This design comes from an exercise in tuning for small area, a short achievable clock period and few clock cycles per item on the open sky130 flow, not from production work. RTL that was checked went through simulation tests only; none was proved equivalent to the original. Power is estimated from default activity; no workload was simulated.

==> inputs of yarrow <==
Design systolic_array, start of the top module:
module systolic_array #(
    parameter M          = 4,
    parameter N          = 16,
    parameter K          = 4,
    parameter DATA_WIDTH = 32
) (
    input                           clk,
    input                           rst_n,
    input      [DATA_WIDTH*M-1:0]   X,
    input      [DATA_WIDTH*K-1:0]   W,
    output     [DATA_WIDTH*M*K-1:0] Y,
    output reg                      done
);
==> module systolic_array, before the edit <==
module systolic_array #(
    parameter M          = 4,
    parameter N          = 16,
    parameter K          = 4,
    parameter DATA_WIDTH = 32
) (
    input                           clk,
    input                           rst_n,
    input      [DATA_WIDTH*M-1:0]   X,
    input      [DATA_WIDTH*K-1:0]   W,
    output     [DATA_WIDTH*M*K-1:0] Y,
    output reg                      done
);
  localparam DUP = 1;
  genvar i, j, c;
  wire [31:0] xm1 [0:3][0:DUP-1];
  wire [31:0] xm3 [0:3][0:DUP-1];
  wire [54:0] wer [0:3][0:DUP-1];
  for (c = 0; c < DUP; c = c + 1) begin : g_dup
    for (i = 0; i < 4; i = i + 1) begin : g_x
      xin u_xin (.clk(clk), .x(X[32*i +: 32]), .xm1(xm1[i][c]), .xm3(xm3[i][c]));
    end
    for (j = 0; j < 4; j = j + 1) begin : g_w
      win u_win (.clk(clk), .w(W[32*j +: 32]), .wer(wer[j][c]));
    end
  end
  reg [4:0] cnt;
  always @(posedge clk) begin
    if (~rst_n) begin
      cnt  <= 5'd0;
      done <= 1'b0;
    end else begin
      if (cnt != 5'd31) cnt <= cnt + 5'd1;
      if (cnt == 5'd17) done <= 1'b1;
    end
  end
  for (i = 0; i < 4; i = i + 1) begin : g_r
    for (j = 0; j < 4; j = j + 1) begin : g_c
      pe u_pe (
        .clk   (clk),
        .rst_n (rst_n),
        .xm1 (xm1[i][j*DUP/4]),
        .xm3 (xm3[i][j*DUP/4]),
        .we    (wer[j][i*DUP/4]),
        .y     (Y[32*(4*i+j) +: 32])
      );
    end
  end
endmodule
clock: 8.0 ns
lec_check: 0
cap_margin: 20
core_margin: 2
core_utilization: 38
place_density: 0.55
setup_slack_margin: 4.6
slew_margin: 20
synth_hierarchical: 1
run.sh (not shown) runs the stock make flow with config.mk's settings and CLKGATE_MAP_FILE= SYNTH_SCRIPT=/design/flow/synth_recipe.tcl, a recipe that flattens the netlist after the stock synthesis.
==> harbor: changes against yarrow <==
--- a/flow/design.v
+++ b/flow/design.v
@@ -471,7 +471,7 @@
     output     [DATA_WIDTH*M*K-1:0] Y,
     output reg                      done
 );
-  localparam DUP = 1;
+  localparam DUP = 2;
   genvar i, j, c;
   wire [31:0] xm1 [0:3][0:DUP-1];
   wire [31:0] xm3 [0:3][0:DUP-1];
==> comparison <==
yarrow did not get past 5_1_grt. harbor finished with timing, DRC and antenna clean. Between yarrow and harbor, the lower synthesized area is in yarrow (gap about 7%, measured against harbor). Between harbor and yarrow, the lower synthesized cell count is in yarrow (gap 7.7%, measured against yarrow).
==> figures <==
| item | harbor | yarrow |
|---|---|---|
| Outcome | no timing/DRC/antenna violations | stopped before the end |
| Stage where the flow stopped | - | 5_1_grt |
| FP Rows | 305 | 293 |
| Die Ht | 834 um | 803 um |
| Post-detailed-placement cell area | 277,000 um2 | 257,000 um2 |
| Summed instance area of the synthesized netlist | 262,000 um2 | 243,000 um2 |
| Minimum setup slack after placement | 2.88 ns | 3.17 ns |
| Gates resized, CTS repair | 1,458 | 1,534 |
| Half-perimeter wire length after placement | 802 mm | 754 mm |
| Post-Syn Instances | 25,200 | 23,400 |
| Die Width | 834 um | 803 um |
| Effective utilization at floorplan | 0.381 | 0.381 |
| Placer congestion estimate | 0.958 | 0.955 |
| Post-CTS setup repair buffer count | 90 | 518 |
Testbench counts of harbor, summed over its fixed seeds: cycles 4,864, gemms 256.
Only the layout flow was run in yarrow; the RTL was not checked for function there.

==> job 2972: inputs <==
Another version of the RTL of systolic_array (not shown whole).
Design systolic_array, start of the top module:
module systolic_array #(
    parameter M          = 4,
    parameter N          = 16,
    parameter K          = 4,
    parameter DATA_WIDTH = 32
) (
    input                           clk,
    input                           rst_n,
    input      [DATA_WIDTH*M-1:0]   X,
    input      [DATA_WIDTH*K-1:0]   W,
    output     [DATA_WIDTH*M*K-1:0] Y,
    output reg                      done
);
  localparam DX1 = 2;
  localparam DX3 = 2;
  localparam DW  = 2;
  genvar i, j, c;
  wire [31:0] xm1 [0:3][0:DX1-1];
  wire [31:0] xm3 [0:3][0:DX3-1];
  wire [54:0] wer [0:3][0:DW-1];
  for (i = 0; i < 4; i = i + 1) begin : g_x
    wire [31:0] x3;
    times3 u_t3 (.x(X[32*i +: 32]), .y(x3));
    for (c = 0; c < DX1; c = c + 1) begin : g_c1
      dq #(.W(32)) u_q (.clk(clk), .d(X[32*i +: 32]), .q(xm1[i][c]));
    end
    for (c = 0; c < DX3; c = c + 1) begin : g_c3
      dq #(.W(32)) u_q (.clk(clk), .d(x3), .q(xm3[i][c]));
    end
  end
  for (j = 0; j < 4; j = j + 1) begin : g_w
    wire [54:0] enc;
    encw u_e (.w(W[32*j +: 32]), .enc(enc));
    for (c = 0; c < DW; c = c + 1) begin : g_cw
      dq #(.W(55)) u_q (.clk(clk), .d(enc), .q(wer[j][c]));
    end
  end
  reg [4:0] cnt;
  always @(posedge clk) begin
    if (~rst_n) begin
      cnt  <= 5'd0;
      done <= 1'b0;
  ...
export LEC_CHECK = 0
export CAP_MARGIN = 20
export CORE_ASPECT_RATIO = 0.25
export CORE_MARGIN = 2
export CORE_UTILIZATION = 46
export PLACE_DENSITY = 0.62
export SETUP_SLACK_MARGIN = 4.6
export SLEW_MARGIN = 20
export SYNTH_HIERARCHICAL = 1
create_clock -name core_clock -period 8.0 [get_ports {clk}]
standard.sh (not shown) runs the stock make flow with config.mk's settings and CLKGATE_MAP_FILE= SYNTH_SCRIPT=/design/flow/synth_recipe.tcl, a recipe that flattens the netlist after the stock synthesis.
==> flow/flow/run.sh <==
#!/bin/bash
set -euo pipefail
bash standard.sh \
  "BUFFER_PORTS_ARGS=-buffer_cell sky130_fd_sc_hd__buf_2" \
  "MATCH_CELL_FOOTPRINT=0" \
  "CTS_ARGS=-sink_clustering_enable -repair_clock_nets -dont_use_dummy_load" \
  finish > standard.log 2>&1
==> job 5733: changes against job 2972 <==
--- a/flow/config.mk
+++ b/flow/config.mk
@@ -6,7 +6,6 @@
 export NUM_CORES = 8
 export LEC_CHECK = 0
 export CAP_MARGIN = 20
-export CORE_ASPECT_RATIO = 0.25
 export CORE_MARGIN = 2
 export CORE_UTILIZATION = 46
 export PLACE_DENSITY = 0.62
==> qor summary <==
Status: job 2972 complete, no violations; job 5733 complete, no violations
Min setup slack post-route: job 2972 4.42 ns; job 5733 4.44 ns
Hold worst-path end: job 2972 g_r[1].g_c[1].u_pe.clr; job 5733 g_r[2].g_c[0].u_pe.clr
First-pass GRT wire length: job 2972 1680000 microns; job 5733 1640000 microns
Total area of sequential cells: job 2972 0.0572 sq mm; job 5733 0.0572 sq mm
Data arrival at the endpoint of the critical path: job 2972 4.46 ns; job 5733 4.37 ns
Share of the cycle needed by the critical path after routing: job 2972 44.8%; job 5733 44.5%
Die width: job 2972 1490 microns; job 5733 746 microns
Fraction of met3 tracks used by global routing: job 2972 26.0%; job 5733 17.5%
Height of the die: job 2972 375 microns; job 5733 746 microns
Highest clock rate: job 2972 279 MHz; job 5733 281 MHz
Pwr/cell area: job 2972 523 mW/mm^2; job 5733 542 mW/mm^2
Final Cell Area: job 2972 0.278 sq mm; job 5733 0.279 sq mm
Worst IR drop on VDD: job 2972 0.000403 V; job 5733 0.000498 V
Initial antenna violation count: job 2972 142; job 5733 192
Maximum cell stage delay along the critical path: job 2972 1.17 ns; job 5733 0.99 ns
Worst setup slack after placement: job 2972 3.68 ns; job 5733 3.70 ns
Part of the power in the clock network: job 2972 7.8%; job 5733 9.0%
Final hold slack: job 2972 0.358 ns; job 5733 0.321 ns
Number of well taps: job 2972 7383; job 5733 7261
Testbench counts of job 2972, summed over its fixed seeds: cycles 4,864, gemms 256.
Testbench counts of job 5733, summed over its fixed seeds: cycles 4,864, gemms 256.

==> inputs of job 7309 <==
RTL: one of the versions met above, not the one the previous note started from.
==> module systolic_array, before the edit <==
module systolic_array #(
    parameter M          = 4,
    parameter N          = 16,
    parameter K          = 4,
    parameter DATA_WIDTH = 32
) (
    input                           clk,
    input                           rst_n,
    input      [DATA_WIDTH*M-1:0]   X,
    input      [DATA_WIDTH*K-1:0]   W,
    output     [DATA_WIDTH*M*K-1:0] Y,
    output reg                      done
);
  localparam DUP = 2;
  genvar i, j, c;
  wire [31:0] xm1 [0:3][0:DUP-1];
  wire [31:0] xm3 [0:3][0:DUP-1];
  wire [54:0] wer [0:3][0:DUP-1];
  for (c = 0; c < DUP; c = c + 1) begin : g_dup
    for (i = 0; i < 4; i = i + 1) begin : g_x
      xin u_xin (.clk(clk), .x(X[32*i +: 32]), .xm1(xm1[i][c]), .xm3(xm3[i][c]));
    end
    for (j = 0; j < 4; j = j + 1) begin : g_w
      win u_win (.clk(clk), .w(W[32*j +: 32]), .wer(wer[j][c]));
    end
  end
  reg [4:0] cnt;
  always @(posedge clk) begin
    if (~rst_n) begin
      cnt  <= 5'd0;
      done <= 1'b0;
    end else begin
      if (cnt != 5'd31) cnt <= cnt + 5'd1;
      if (cnt == 5'd17) done <= 1'b1;
    end
  end
  for (i = 0; i < 4; i = i + 1) begin : g_r
    for (j = 0; j < 4; j = j + 1) begin : g_c
      pe u_pe (
        .clk   (clk),
        .rst_n (rst_n),
        .xm1 (xm1[i][j*DUP/4]),
        .xm3 (xm3[i][j*DUP/4]),
        .we    (wer[j][i*DUP/4]),
        .y     (Y[32*(4*i+j) +: 32])
      );
    end
  end
endmodule
==> flow/config.mk <==
export PLATFORM = sky130hd
export DESIGN_NAME = systolic_array
export DESIGN_NICKNAME = systolic_array
export VERILOG_FILES = /design/flow/design.v
export SDC_FILE = /design/flow/constraint.sdc
export NUM_CORES = 8
export LEC_CHECK = 0
export CAP_MARGIN = 20
export CORE_MARGIN = 2
export CORE_UTILIZATION = 38
export PLACE_DENSITY = 0.55
export SETUP_SLACK_MARGIN = 4.6
export SLEW_MARGIN = 20
export SYNTH_HIERARCHICAL = 1
==> flow/constraint.sdc <==
create_clock -name core_clock -period 8.0 [get_ports {clk}]
set_input_delay 1.6000 -clock core_clock [delete_from_list [all_inputs] [get_ports {clk}]]
set_output_delay 1.6000 -clock core_clock [all_outputs]
set_load 0.01 [all_outputs]
==> flow/flow/run.sh <==
#!/bin/bash
set -euo pipefail
bash standard.sh \
  "BUFFER_PORTS_ARGS=-buffer_cell sky130_fd_sc_hd__buf_2" \
  "MATCH_CELL_FOOTPRINT=0" \
  finish > standard.log 2>&1
==> inputs of job 3610, as changes to job 7309 <==
--- a/flow/design.v
+++ b/flow/design.v
@@ -473,3 +473,3 @@
 );
-  localparam DUP = 2;
+  localparam DUP = 1;
   genvar i, j, c;
==> flow/run.sh (new file) <==
#!/bin/bash
# synth_recipe.tcl (not shown) runs the flow's synth.tcl, then flattens the netlist and writes it again
# the make line also repeats each setting of config.mk as NAME=value (left out here)
make -C /OpenROAD-flow-scripts/flow DESIGN_CONFIG=/design/flow/config.mk WORK_HOME=/design/flow/orfs CLKGATE_MAP_FILE= SYNTH_SCRIPT=/design/flow/synth_recipe.tcl finish
Settings changed: CTS_CLUSTER_DIAMETER set to 100, CTS_CLUSTER_SIZE set to 30.
removed: flow/flow/run.sh
removed: flow/standard.sh
==> inputs of job 2712, as changes to job 7309 <==
Settings changed: CORE_UTILIZATION 38 to 46, PLACE_DENSITY 0.55 to 0.62.
==> summary.md <==
| Metric | Value |
|---|---|
| DPL Wire Length | 753700 um |
| CTS buffer count | 165 |
| Pre-CTS setup slack | 3173 ps |
| Post_cts resized | 1700 |
| Status | did not finish |
| Tool Error | [ERROR GRT-0232] Routing congestion too high. Check the congestion heatmap in the GUI. |
| Halt Stage | global routing |
| Mean Syn Cell Area | 10.39 sq um |
(the above is from job 3610)
==> summary.md <==
| Metric | Value |
|---|---|
| Post_cts resized | 767 |
| Status | finished clean |
| CTS buffer count | 360 |
| Pre-CTS setup slack | 3638 ps |
| Final TNS setup | 0 ps |
| DPL Wire Length | 779900 um |
| Mean Syn Cell Area | 10.41 sq um |
(the above is from job 7309)
==> summary.md <==
| Metric | Value |
|---|---|
| Core area | 568000 sq um |
| Mean Syn Cell Area | 10.41 sq um |
| CTS buffer count | 355 |
| Combinational share of power | 0.707 |
| Pre-CTS setup slack | 3679 ps |
| Tmin final | 3452 ps |
| First-pass GRT wire length | 1606000 um |
| Status | finished clean |
| Routed met1 length | 416800 um |
| Largest net degree at the start of global routing | 87 |
| Inverters | 217 |
| DPL Wire Length | 734300 um |
(the above is from job 2712)
Testbench counts of job 7309, summed over its fixed seeds: cycles 4,864, gemms 256.
Testbench counts of job 2712, summed over its fixed seeds: cycles 4,864, gemms 256.
For job 3610, only the layout was checked, not whether the RTL still works.

==> v19: inputs <==
systolic_array, a different RTL version from the one above (not shown whole).
Design systolic_array, start of the top module:
module systolic_array #(
    parameter M          = 4,
    parameter N          = 16,
    parameter K          = 4,
    parameter DATA_WIDTH = 32
) (
    input                           clk,
    input                           rst_n,
    input      [DATA_WIDTH*M-1:0]   X,
    input      [DATA_WIDTH*K-1:0]   W,
    output     [DATA_WIDTH*M*K-1:0] Y,
    output reg                      done
);
==> module systolic_array, before the edit <==
module systolic_array #(
    parameter M          = 4,
    parameter N          = 16,
    parameter K          = 4,
    parameter DATA_WIDTH = 32
) (
    input                           clk,
    input                           rst_n,
    input      [DATA_WIDTH*M-1:0]   X,
    input      [DATA_WIDTH*K-1:0]   W,
    output     [DATA_WIDTH*M*K-1:0] Y,
    output reg                      done
);
  localparam DX1 = 4;
  localparam DX3 = 2;
  localparam DW  = 2;
  genvar i, j, c;
  wire [31:0] xm1 [0:3][0:DX1-1];
  wire [31:0] xm3 [0:3][0:DX3-1];
  wire [54:0] wer [0:3][0:DW-1];
  for (i = 0; i < 4; i = i + 1) begin : g_x
    wire [31:0] x3;
    times3 u_t3 (.x(X[32*i +: 32]), .y(x3));
    for (c = 0; c < DX1; c = c + 1) begin : g_c1
      dq #(.W(32)) u_q (.clk(clk), .d(X[32*i +: 32]), .q(xm1[i][c]));
    end
    for (c = 0; c < DX3; c = c + 1) begin : g_c3
      dq #(.W(32)) u_q (.clk(clk), .d(x3), .q(xm3[i][c]));
    end
  end
  for (j = 0; j < 4; j = j + 1) begin : g_w
    wire [54:0] enc;
    encw u_e (.w(W[32*j +: 32]), .enc(enc));
    for (c = 0; c < DW; c = c + 1) begin : g_cw
      dq #(.W(55)) u_q (.clk(clk), .d(enc), .q(wer[j][c]));
    end
  end
  reg [4:0] cnt;
  always @(posedge clk) begin
    if (~rst_n) begin
      cnt  <= 5'd0;
      done <= 1'b0;
    end else begin
      if (cnt != 5'd31) cnt <= cnt + 5'd1;
      if (cnt == 5'd17) done <= 1'b1;
    end
  end
  for (i = 0; i < 4; i = i + 1) begin : g_r
    for (j = 0; j < 4; j = j + 1) begin : g_c
      pe u_pe (
        .clk   (clk),
        .rst_n (rst_n),
        .xm1   (xm1[i][j*DX1/4]),
        .xm3   (xm3[i][j*DX3/4]),
        .we    (wer[j][i*DW/4]),
        .y     (Y[32*(4*i+j) +: 32])
      );
    end
  end
endmodule
clock: 8.0 ns
lec_check: 0
cap_margin: 20
core_aspect_ratio: 0.4
core_margin: 2
core_utilization: 46
place_density: 0.62
setup_slack_margin: 4.6
slew_margin: 20
synth_hierarchical: 1
==> flow/flow/run.sh <==
#!/bin/bash
set -euo pipefail
bash standard.sh \
  "BUFFER_PORTS_ARGS=-buffer_cell sky130_fd_sc_hd__buf_2" \
  "MATCH_CELL_FOOTPRINT=0" \
  "CTS_ARGS=-sink_clustering_enable -repair_clock_nets -dont_use_dummy_load" \
  finish > standard.log 2>&1
==> v9: changes against v19 <==
--- a/flow/design.v
+++ b/flow/design.v
@@ -472,7 +472,7 @@
     output     [DATA_WIDTH*M*K-1:0] Y,
     output reg                      done
 );
-  localparam DX1 = 4;
+  localparam DX1 = 2;
   localparam DX3 = 2;
   localparam DW  = 2;
   genvar i, j, c;
- CORE_ASPECT_RATIO: 0.4 -> 0.25
- SETUP_SLACK_MARGIN: 4.6 -> 4.75
==> metrics.md <==
| Metric | Value |
|---|---|
| Reg area | `0.06226 sq mm` |
| Crit-path max cell delay | `roughly 760 ps` |
| Worst setup path start | `g_x[0].g_c3[0].u_q.q[30]` |
| Outcome | `no timing/DRC/antenna violations` |
| Slew Limit Headroom | `0.06417` |
Source of the figures above: v19

==> metrics.md <==
| Metric | Value |
|---|---|
| Die area | `between 0.5 and 0.6 sq mm` |
| Max Cap Viol | `1` |
| Worst setup path start | `g_x[1].g_c1[1].u_q.q[1]` |
| Reg area | `roughly 0.057 sq mm` |
| Failing Checks | `max-capacitance violations, max-slew violations` |
| Crit-path max cell delay | `between 500 and 600 ps` |
| Slew Limit Headroom | `-0.02887` |
| Fin. max-slew vios | `3` |
| Outcome | `finished with violations` |
| Cell area after synthesis | `between 0.2 and 0.3 sq mm` |
Source of the figures above: v9

Testbench counts of v19, summed over its fixed seeds: cycles 4,864, gemms 256.
Testbench counts of v9, summed over its fixed seeds: cycles 4,864, gemms 256.

-- re-timing with driven ports --
The flow's constraints put no driver on any port. The routed layouts listed below were extracted and timed again, unchanged, in two steps. Step 1: set_driving_cell puts a clkbuf_16 on clk and a buf_2 on each other input, an assumption about the parent block. Step 2 adds t to the input delays and takes it off the output delays; t is the mean of the earliest and latest rising clock arrival at the registers after step 1. Input paths then give back, and output paths get back, about the clock's delay inside the block. Slacks: ideal ports / drivers / drivers and shift; pairs: ideal ports / drivers.
run | shift t [ns] | setup WS [ns] | worst setup path after step 2 | pins driven straight from the clock port
harbor | 1.200 | 4.454 / 4.454 / 3.461 | input to register | 1
job 2972 | 1.171 | 4.418 / 4.418 / 3.533 | input to register | 1
job 5733 | 1.132 | 4.437 / 4.437 / 3.631 | input to register | 1
job 7309 | 1.198 | 4.537 / 4.526 / 3.577 | input to register | 1
job 2712 | 1.153 | 4.548 / 4.548 / 3.606 | input to register | 1
v19 | 1.130 | 4.473 / 4.447 / 3.630 | input to register | 1
v9 | 1.167 | 4.557 / 4.557 / 3.732 | input to register | 1
For harbor, which loses most, drivers alone change the setup slack by 0.000 ns; drivers and shift together by -0.993 ns.
